What follows belongs to an exercise in optimizing a design on an open flow for small area; a production flow would make more cautious choices. Function was checked by simulation only, so behaviour that the tests miss may differ from the original. Power is estimated from default activity; no workload was simulated.

File: flow/constraint.sdc
create_clock -name core_clock -period 10.0 [get_ports {clk}]
set_input_delay 2.0000 -clock core_clock [delete_from_list [all_inputs] [get_ports {clk}]]
set_output_delay 2.0000 -clock core_clock [all_outputs]
set_load 0.01 [all_outputs]
File: flow/design.v
`timescale 1ns/1ps
module cajero_atm #(
    parameter INTENTOS_MAX = 3
)(
    input  wire        clk,
    input  wire        reset,
    input  wire        tarjeta_recibida,
    input  wire [3:0]  digito,
    input  wire        digito_stb,
    input  wire [15:0] pin_correcto,
    input  wire        tipo_trans,
    input  wire [31:0] monto,
    input  wire        monto_stb,
    input  wire [63:0] balance_inicial,
    output wire [63:0] balance_actualizado,
    output wire        balance_stb,
    output wire        entregar_dinero,
    output wire        fondos_insuficientes,
    output wire        pin_incorrecto,
    output wire        advertencia,
    output wire        bloqueo,
    output wire [3:0]  estado_actual,
    output wire [15:0] pin_ingresado_out
);
    reg [3:0]  estado;
    reg [3:0]  sig_estado;
    reg [15:0] pin_ingresado;
    reg [2:0]  dig_cnt;
    reg [1:0]  intentos;
    reg        digito_stb_d;
    reg [31:0] monto_reg;
    reg        monto_ready;
    reg [63:0] balance_actual;
    reg        tarjeta_r;
    assign estado_actual     = estado;
    assign pin_ingresado_out = pin_ingresado;
    wire s1 = (estado == 4'd1);
    wire s2 = (estado == 4'd2);
    wire s3 = (estado == 4'd3);
    wire s5 = (estado == 4'd5);
    wire s6 = (estado == 4'd6);
    wire s7 = (estado == 4'd7);
    wire s8 = (estado == 4'd8);
    wire rise    = tarjeta_recibida & ~tarjeta_r;
    wire dig_wr  = s1 & digito_stb & ~digito_stb_d;
    wire pin_ok  = (pin_ingresado == pin_correcto);
    wire        sub  = s7 & tipo_trans;
    wire [31:0] opnd = monto_reg ^ {32{tipo_trans}};
    wire [31:0] lo;
    wire [8:0]  cb;
    assign cb[0] = tipo_trans;
    cajero_rca #(.K(4)) u_b0 (.a(balance_actual[3:0]), .b(opnd[3:0]), .ci(tipo_trans),
                              .s(lo[3:0]), .co(cb[1]));
    genvar gb;
    generate
        for (gb = 1; gb < 8; gb = gb + 1) begin : g_blk
            wire [3:0] s0;
            wire       co, ones;
            cajero_rca #(.K(4)) u_rca (.a(balance_actual[4*gb+3:4*gb]), .b(opnd[4*gb+3:4*gb]),
                                       .ci(1'b0), .s(s0), .co(co));
            cajero_inc #(.K(4)) u_inc (.s0(s0), .c(cb[gb]), .y(lo[4*gb+3:4*gb]), .ones(ones));
            assign cb[gb+1] = co | (cb[gb] & ones);
        end
    endgenerate
    wire c32 = cb[8];
    wire [31:0] ones_hi, zeros_hi;
    cajero_pref u_pref (.x(balance_actual[63:32]), .ones(ones_hi), .zeros(zeros_hi));
    wire h_inc = s7 & ~tipo_trans & c32;
    wire h_dec = sub & ~c32;
    wire [31:0] hi = balance_actual[63:32] ^ ((ones_hi & {32{h_inc}}) | (zeros_hi & {32{h_dec}}));
    wire [63:0] suma = {hi, s7 ? lo : balance_actual[31:0]};
    assign balance_actualizado = suma;
    wire ge = (|balance_actual[63:32]) | c32;
    assign balance_stb          = s7;
    assign entregar_dinero      = sub;
    assign fondos_insuficientes = s6;
    assign pin_incorrecto       = s2 & ~pin_ok;
    assign advertencia          = s2 & ~pin_ok & (intentos == 2'd1);
    assign bloqueo              = s8;
    always @(*) begin
        sig_estado = estado;
        case (estado)
            4'd0: if (tarjeta_recibida) sig_estado = 4'd1;
            4'd1: if (dig_cnt == 3'd4) sig_estado = 4'd2;
            4'd2: if (pin_ok) sig_estado = 4'd3;
                  else if (intentos == 2'd2) sig_estado = 4'd8;
                  else sig_estado = 4'd1;
            4'd3: sig_estado = 4'd4;
            4'd4: if (monto_ready) sig_estado = 4'd5;
            4'd5: if (!tipo_trans || ge) sig_estado = 4'd7;
                  else sig_estado = 4'd6;
            4'd6: sig_estado = 4'd0;
            4'd7: sig_estado = 4'd0;
            default: ;
        endcase
    end
    always @(posedge clk) begin
        digito_stb_d <= digito_stb;
        if (monto_stb)
            monto_reg <= monto;
    end
    always @(posedge clk or posedge reset) begin
        if (reset) begin
            estado         <= 4'd0;
            dig_cnt        <= 3'd0;
            pin_ingresado  <= 16'd0;
            intentos       <= 2'd0;
            tarjeta_r      <= 1'b0;
            monto_ready    <= 1'b0;
            balance_actual <= 64'd0;
        end else begin
            estado    <= sig_estado;
            tarjeta_r <= tarjeta_recibida;
            if (rise) begin
                pin_ingresado <= 16'd0;
                dig_cnt       <= 3'd0;
            end
            if (dig_wr) begin
                case (dig_cnt)
                    3'd0: pin_ingresado[15:12] <= digito;
                    3'd1: pin_ingresado[11:8]  <= digito;
                    3'd2: pin_ingresado[7:4]   <= digito;
                    3'd3: pin_ingresado[3:0]   <= digito;
                    default: ;
                endcase
                dig_cnt <= dig_cnt + 3'd1;
            end
            balance_actual <= (rise & ~s7) ? balance_inicial : suma;
            if (monto_stb)
                monto_ready <= 1'b1;
            if (s7)
                monto_ready <= 1'b0;
            if (s2 & ~pin_ok & (intentos != 2'd2))
                intentos <= intentos + 2'd1;
            else if (s3)
                intentos <= 2'd0;
        end
    end
endmodule
module cajero_rca #(
    parameter K = 4
)(
    input  wire [K-1:0] a,
    input  wire [K-1:0] b,
    input  wire         ci,
    output wire [K-1:0] s,
    output wire         co
);
    wire [K:0] c;
    assign c[0] = ci;
    genvar i;
    generate
        for (i = 0; i < K; i = i + 1) begin : g
            assign {c[i+1], s[i]} = a[i] + b[i] + c[i];
        end
    endgenerate
    assign co = c[K];
endmodule
module cajero_inc #(
    parameter K = 4
)(
    input  wire [K-1:0] s0,
    input  wire         c,
    output wire [K-1:0] y,
    output wire         ones
);
    wire [K:0] t;
    assign t[0] = c;
    genvar i;
    generate
        for (i = 0; i < K; i = i + 1) begin : g
            assign y[i]   = s0[i] ^ t[i];
            assign t[i+1] = s0[i] & t[i];
        end
    endgenerate
    assign ones = &s0;
endmodule
module cajero_pref (
    input  wire [31:0] x,
    output wire [31:0] ones,
    output wire [31:0] zeros
);
    assign ones[0]  = 1'b1;
    assign zeros[0] = 1'b1;
    genvar i;
    generate
        for (i = 1; i < 32; i = i + 1) begin : g
            assign ones[i]  = ones[i-1] & x[i-1];
            assign zeros[i] = zeros[i-1] & ~x[i-1];
        end
    endgenerate
endmodule
File: flow/flow/area.abc
strash
&get -n
&dch -f
&nf
&put
topo
File: flow/config.mk
export PLATFORM = sky130hd
export DESIGN_NAME = cajero_atm
export DESIGN_NICKNAME = cajero_atm
export VERILOG_FILES = /design/flow/design.v
export SDC_FILE = /design/flow/constraint.sdc
export NUM_CORES = 4
export LEC_CHECK = 0
export ABC_AREA = 1
export CAP_MARGIN = 20
export CORE_MARGIN = 2
export CORE_UTILIZATION = 55
export SLEW_MARGIN = 20
File: flow/flow/run.sh
#!/bin/bash
# The standard flow's layout (standard.sh) with these changes:
#  - synthesis: flow/synth.tcl, the standard synthesis script with the ABC
#    mapping script replaced by flow/area.abc (same flip-flops);
#  - every input and output port still gets its own buffer, but a buf_1
#    rather than the default (larger) delay buffer;
#  - the clock tree is built from clkbuf_8 cells, without dummy loads.
set -euo pipefail
W=$(pwd)
export MY_ABC_SCRIPT=$W/flow/area.abc
export BUFFER_PORTS_ARGS="-buffer_cell sky130_fd_sc_hd__buf_1"
export CTS_ARGS="-sink_clustering_enable -repair_clock_nets -buf_list sky130_fd_sc_hd__clkbuf_8 -dont_use_dummy_load"
bash standard.sh SYNTH_SCRIPT=$W/flow/synth.tcl synth > synth.log 2>&1
bash standard.sh SYNTH_SCRIPT=$W/flow/synth.tcl finish > layout.log 2>&1
File: flow/flow/synth.tcl
# The standard flow's synthesis script (synth_recipe.tcl) with one change: the ABC pass
# maps the combinational logic with flow/area.abc instead of ORFS's script.
# Everything else, including the flip-flop mapping, is the standard synthesis.
proc synth {args} { yosys synth -nofsm -noshare {*}$args }
proc abc {args} {
  set i [lsearch $args -script]
  if {$i >= 0} { lset args [expr {$i+1}] $::env(MY_ABC_SCRIPT) }
  yosys abc {*}$args
}
source $::env(SCRIPTS_DIR)/synth.tcl
# left out here: clear keep_hierarchy, flatten, clean up, hide names made inside functions, write 1_2_yosys.v
File: flow/standard.sh
#!/bin/bash
# synth_recipe.tcl (not shown) runs the flow's synth.tcl, then flattens the netlist and writes it again
# the make line also repeats each setting of config.mk as NAME=value (left out here)
make -C /OpenROAD-flow-scripts/flow DESIGN_CONFIG=/design/flow/config.mk WORK_HOME=/design/flow/orfs CLKGATE_MAP_FILE= SYNTH_SCRIPT=/design/flow/synth_recipe.tcl "${@:-finish}"
==> notes.md <==
## where the power goes
part / switching (mW) / internal, mW / leakage, nW
registers: 0.147 / 0.671 / 1.42
logic: 0.641 / 0.479 / 1.83
clock network: 0.168 / 0.149 / 0.122
## routing by layer
layer / up-vias / routed length (um) / GRT usage [%]
li1: 2861 / - / -
met1: 2838 / 7190 / 32.3
met2: 229 / 8700 / 41.2
met3: 29 / 1130 / 6.27
met4: 0 / 425 / 9.34
met5: - / 0 / 0
## cell usage after synthesis (all sizes together) (2+ instances only)
cell type / instances / area share [%]
a21oi: 40 / 2.7
o21ai: 12 / 0.81
o22ai: 3 / 0.25
nand2b: 5 / 0.42
nand2: 37 / 1.9
ha: 35 / 5.9
nor3: 13 / 0.88
a31o: 4 / 0.47
or3: 4 / 0.34
nand3: 5 / 0.34
or4: 5 / 0.51
mux2: 65 / 9.9
nor4: 21 / 1.8
a41o: 2 / 0.27
and2: 5 / 0.42
clkinv: 57 / 2.9
dfrtp: 91 / 31
and3: 4 / 0.34
a32oi: 3 / 0.35
fa: 24 / 6.5
nand4: 8 / 0.67
a41oi: 3 / 0.35
edfxtp: 32 / 13
or2: 5 / 0.42
a31oi: 5 / 0.42
nor2: 98 / 5.0
nor2b: 2 / 0.17
xor2: 35 / 4.1
nor3b: 2 / 0.20
xnor2: 52 / 6.1
and4: 2 / 0.24
## critical path: stages
cell and delay (ns):
sky130_fd_sc_hd__clkbuf_2 0.42, sky130_fd_sc_hd__buf_4 0.42, sky130_fd_sc_hd__xnor2_1 0.19, sky130_fd_sc_hd__fa_1 0.22, sky130_fd_sc_hd__clkinv_1 0.08, sky130_fd_sc_hd__fa_1 0.42
sky130_fd_sc_hd__fa_1 0.49, sky130_fd_sc_hd__and3_1 0.21, sky130_fd_sc_hd__a31o_1 0.23, sky130_fd_sc_hd__a31o_1 0.24, sky130_fd_sc_hd__a31o_1 0.24, sky130_fd_sc_hd__a31o_1 0.23
sky130_fd_sc_hd__a41o_1 0.27, sky130_fd_sc_hd__a2111o_1 0.71, sky130_fd_sc_hd__or2_0 0.40, sky130_fd_sc_hd__nor3_1 0.16, sky130_fd_sc_hd__a21oi_1 0.07, sky130_fd_sc_hd__xnor2_1 0.20
sky130_fd_sc_hd__buf_1 0.18
## cell type report
cell class,instances,area (um2),area share [%]
Inverter,57,216,2.48
Timing Repair Buffer,215,825,9.46
Sequential cell,124,3260,37.4
Clock buffer,17,234,2.69
Multi-Input combinational cell,512,3960,45.4
Tap cell,176,220,2.53
## cell usage in the layout, fill, tap and decap left out, types with 5 or more instances in the layout
cell,netlist,final
sky130_fd_sc_hd__nand3_1,5,5
sky130_fd_sc_hd__edfxtp_1,32,32
sky130_fd_sc_hd__clkbuf_8,0,17
sky130_fd_sc_hd__a21oi_1,40,40
sky130_fd_sc_hd__nand2b_1,5,5
sky130_fd_sc_hd__and2_0,5,5
sky130_fd_sc_hd__or4_1,5,5
sky130_fd_sc_hd__xor2_1,35,35
sky130_fd_sc_hd__nor3_1,13,12
sky130_fd_sc_hd__mux2_1,65,65
sky130_fd_sc_hd__nand2_1,37,37
sky130_fd_sc_hd__ha_1,35,35
sky130_fd_sc_hd__buf_1,0,209
sky130_fd_sc_hd__dfrtp_1,91,91
sky130_fd_sc_hd__xnor2_1,52,52
sky130_fd_sc_hd__clkinv_1,57,56
sky130_fd_sc_hd__nor4_1,21,21
sky130_fd_sc_hd__o21ai_0,12,12
sky130_fd_sc_hd__nand4_1,8,8
sky130_fd_sc_hd__nor2_1,98,97
sky130_fd_sc_hd__fa_1,24,24
sky130_fd_sc_hd__a31oi_1,5,5
## path summary, 6_finish.rpt
kind / from / endpoint / slack, ns
worst max register to register: monto_reg[4]$_DFFE_PP_ / balance_actual[55]$_DFF_PP0_ / 4.62
min in group asynchronous: reset / balance_actual[8]$_DFF_PP0_ / 1.52
max in group asynchronous: reset / balance_actual[63]$_DFF_PP0_ / 7.24
worst max-delay path: tipo_trans / balance_actualizado[55] / 0.60
worst min register to register: digito_stb_d$_DFF_P_ / dig_cnt[2]$_DFFE_PP0P_ / 0.44
worst min-delay path: digito_stb_d$_DFF_P_ / dig_cnt[2]$_DFFE_PP0P_ / 0.44
## cell families (layout without fill, tap and decap cells)
family / after synthesis / count (layout) / share of synthesized area [%]
XOR/XNOR: 87 / 87 / 10.3
AND/OR/NAND/NOR: 218 / 218 / 13.8
adder cells (fa/ha/maj): 59 / 59 / 12.4
flip-flops: 124 / 124 / 43.9
AO/OA/AOI/OAI: 83 / 83 / 6.88
buffers and inverters: 57 / 289 / 2.88
multiplexers: 65 / 65 / 9.87
## stage by stage
step	setup slack, ns	area [um2]	hold slack [ns]
after floorplan	1.16	7420	0.414
after global placement	0.811	8480	0.424
after detailed placement	0.621	8480	0.435
after CTS	0.606	8710	0.444
after global routing	0.314	8710	0.478
final	0.605	8710	0.435
==> flow_summary_export.csv <==
group,metric,value,unit
outcome,status,"timing/DRC/antenna clean",
pwr,design_power_total,2.25,mW
placed_design,numPortBuffers,211,
floorplan,initial_core_util,56.2,%
detailed_routing,drc,0,
synthesis,proportion_of_synthesized_chip_area_in_sequential_cells,43.9,%
placed_design,dpl.hpwl,12800,um
detailed_routing,route.antenna.remaining_nets,0,
synthesis,synth_fp_nets,874,
synthesis,ys_ff_latch,124,
clock_network,clk_pin_slew,0.07,ns
sta,slew_headroom,36.6,%
clock_network,post-cts-setup-buffer-count,0,
clock_network,cts.path.max_buffers,2,
finish,num-nets-final,1108,
finish,fillers,1118,
finish,fin_cells,1101,
worst_hold_path,min_path_type,"flip-flop to flip-flop",
synthesis,mappedNetlistArea,7420,um2
synthesis,postSynthAreaPerCell,10.7,um2
finish,synthToLayoutAreaGrowth,17.4,%
synthesis,postSynth.topFlopCell,"sky130_fd_sc_hd__dfrtp_1",
sta,rsz0062_at_grt,"no",
flow_run,maxCapViolCount,0,
worst_setup_path,critical_path_arrival,7.40,ns
pwr,power-per-cell-area,259,nW/um2
clock_network,cts_hold_repair.buffers,0,
worst_setup_path,cp_data_required_time,8.00,ns
sta,finalHoldViolCount,0,
floorplan,die_h,120,um
detailed_routing,wl_per_cell,15.9,um
grt,grt_pass1_wl,28200,um
grt,antenna_found_initial,0,
sta,fmaxAchievable,0.106,GHz
placed_design,place_congestion,0.879,
synthesis,synth-edff-count,32,
clock_network,clkSinkCount,124,
detailed_routing,via_per_inst,5.41,
detailed_routing,dr.first_iter.drc_count,296,
synthesis,synthCells,693,
pwr,vdd_ir_drop_max,0.000157,V
synthesis,synth-async-reset-ratio,73.4,%
clock_network,tritoncts.num_buffers,17,
clock_network,cts_tree,"done",
sta,timing.clock.skew,0.0183,ns
grt,maximum_number_of_pins_on_one_net_before_global_route_repair,67,
sta,worstMarginPinSlew,0.951,ns
clock_network,cts-resized-gates,0,
grt,groute.usage.overall,25.1,%
sta,slew_viol_final,0,
detailed_routing,detailedRoute.firstPassIterationCount,5,
finish,final_core_util,66.1,%
grt,global_route.overflow_total,0,
finish,fraction_of_layout_instances_using_a_drive_strength_above_1,2.92,%
detailed_routing,total_wire_length,17500,um
floorplan,placementRows,42,
worst_setup_path,timing.critical_path.to_type,"primary output",
placed_design,place_inst,1084,
pwr,power_leakage,3.37,nW
synthesis,cell_variety_after_synth,45,
sta,finalSetupTns,0,ns
synthesis,yosys_warnings,1,
floorplan,top_level_ports,212,
detailed_routing,dr_total_vias,5957,
floorplan,std_cell_core_area,13200,um2
clock_network,h-tree-depth,4,
worst_hold_path,hold-path-cell-count,1,
worst_setup_path,worst_r2r_path_depth,21,
floorplan,die_w,120,um
sta,fin_crit,9.40,ns
clock_network,clkLatencyLatePin,0.45,ns
finish,antenna_cells,0,
clock_network,clk_root_buffer_cell,"sky130_fd_sc_hd__clkbuf_8",
finish,largest_register_ffs,64,
worst_setup_path,startpoint_type,"primary input",
grt,vias_in_the_first_global_route,5897,
worst_setup_path,critical_path_class,"primary input to primary output",
sta,final.period_utilization,94.0,%
worst_setup_path,cp_max_fo,24,
floorplan,die_area,14400,um2
sta,finalSetupViolCount,0,

separate check: timing with driven ports:
The results above use ideal ports. As a check the final layout listed here was re-extracted and re-timed, cells and wires unchanged.
Step 1 (the two cells are an assumption about what drives the block):
set clk [get_ports {clk}]
set_driving_cell -lib_cell sky130_fd_sc_hd__clkbuf_16 $clk
set_driving_cell -lib_cell sky130_fd_sc_hd__buf_2 [delete_from_list [all_inputs] $clk]
Step 2 moves the port delays by t, midway between the first and last clock arrival at a register: inputs arrive t later, outputs are due t later. That takes back most of the time a late clock gives input paths.
a / b / c = ideal / step 1 / step 2; a / b = the first two.
t, ns: 0.473
setup slack, ns: 0.605 / 0.575 / 0.575
worst setup path at the end: input to output
clock arrival spread, ns: 0.018 / 0.018
worst slew at a driven data input, ns: 0.06
After both steps this run still meets setup and hold. The setup slack of this run moves by -0.030 ns with the drivers and by -0.030 ns with both steps.
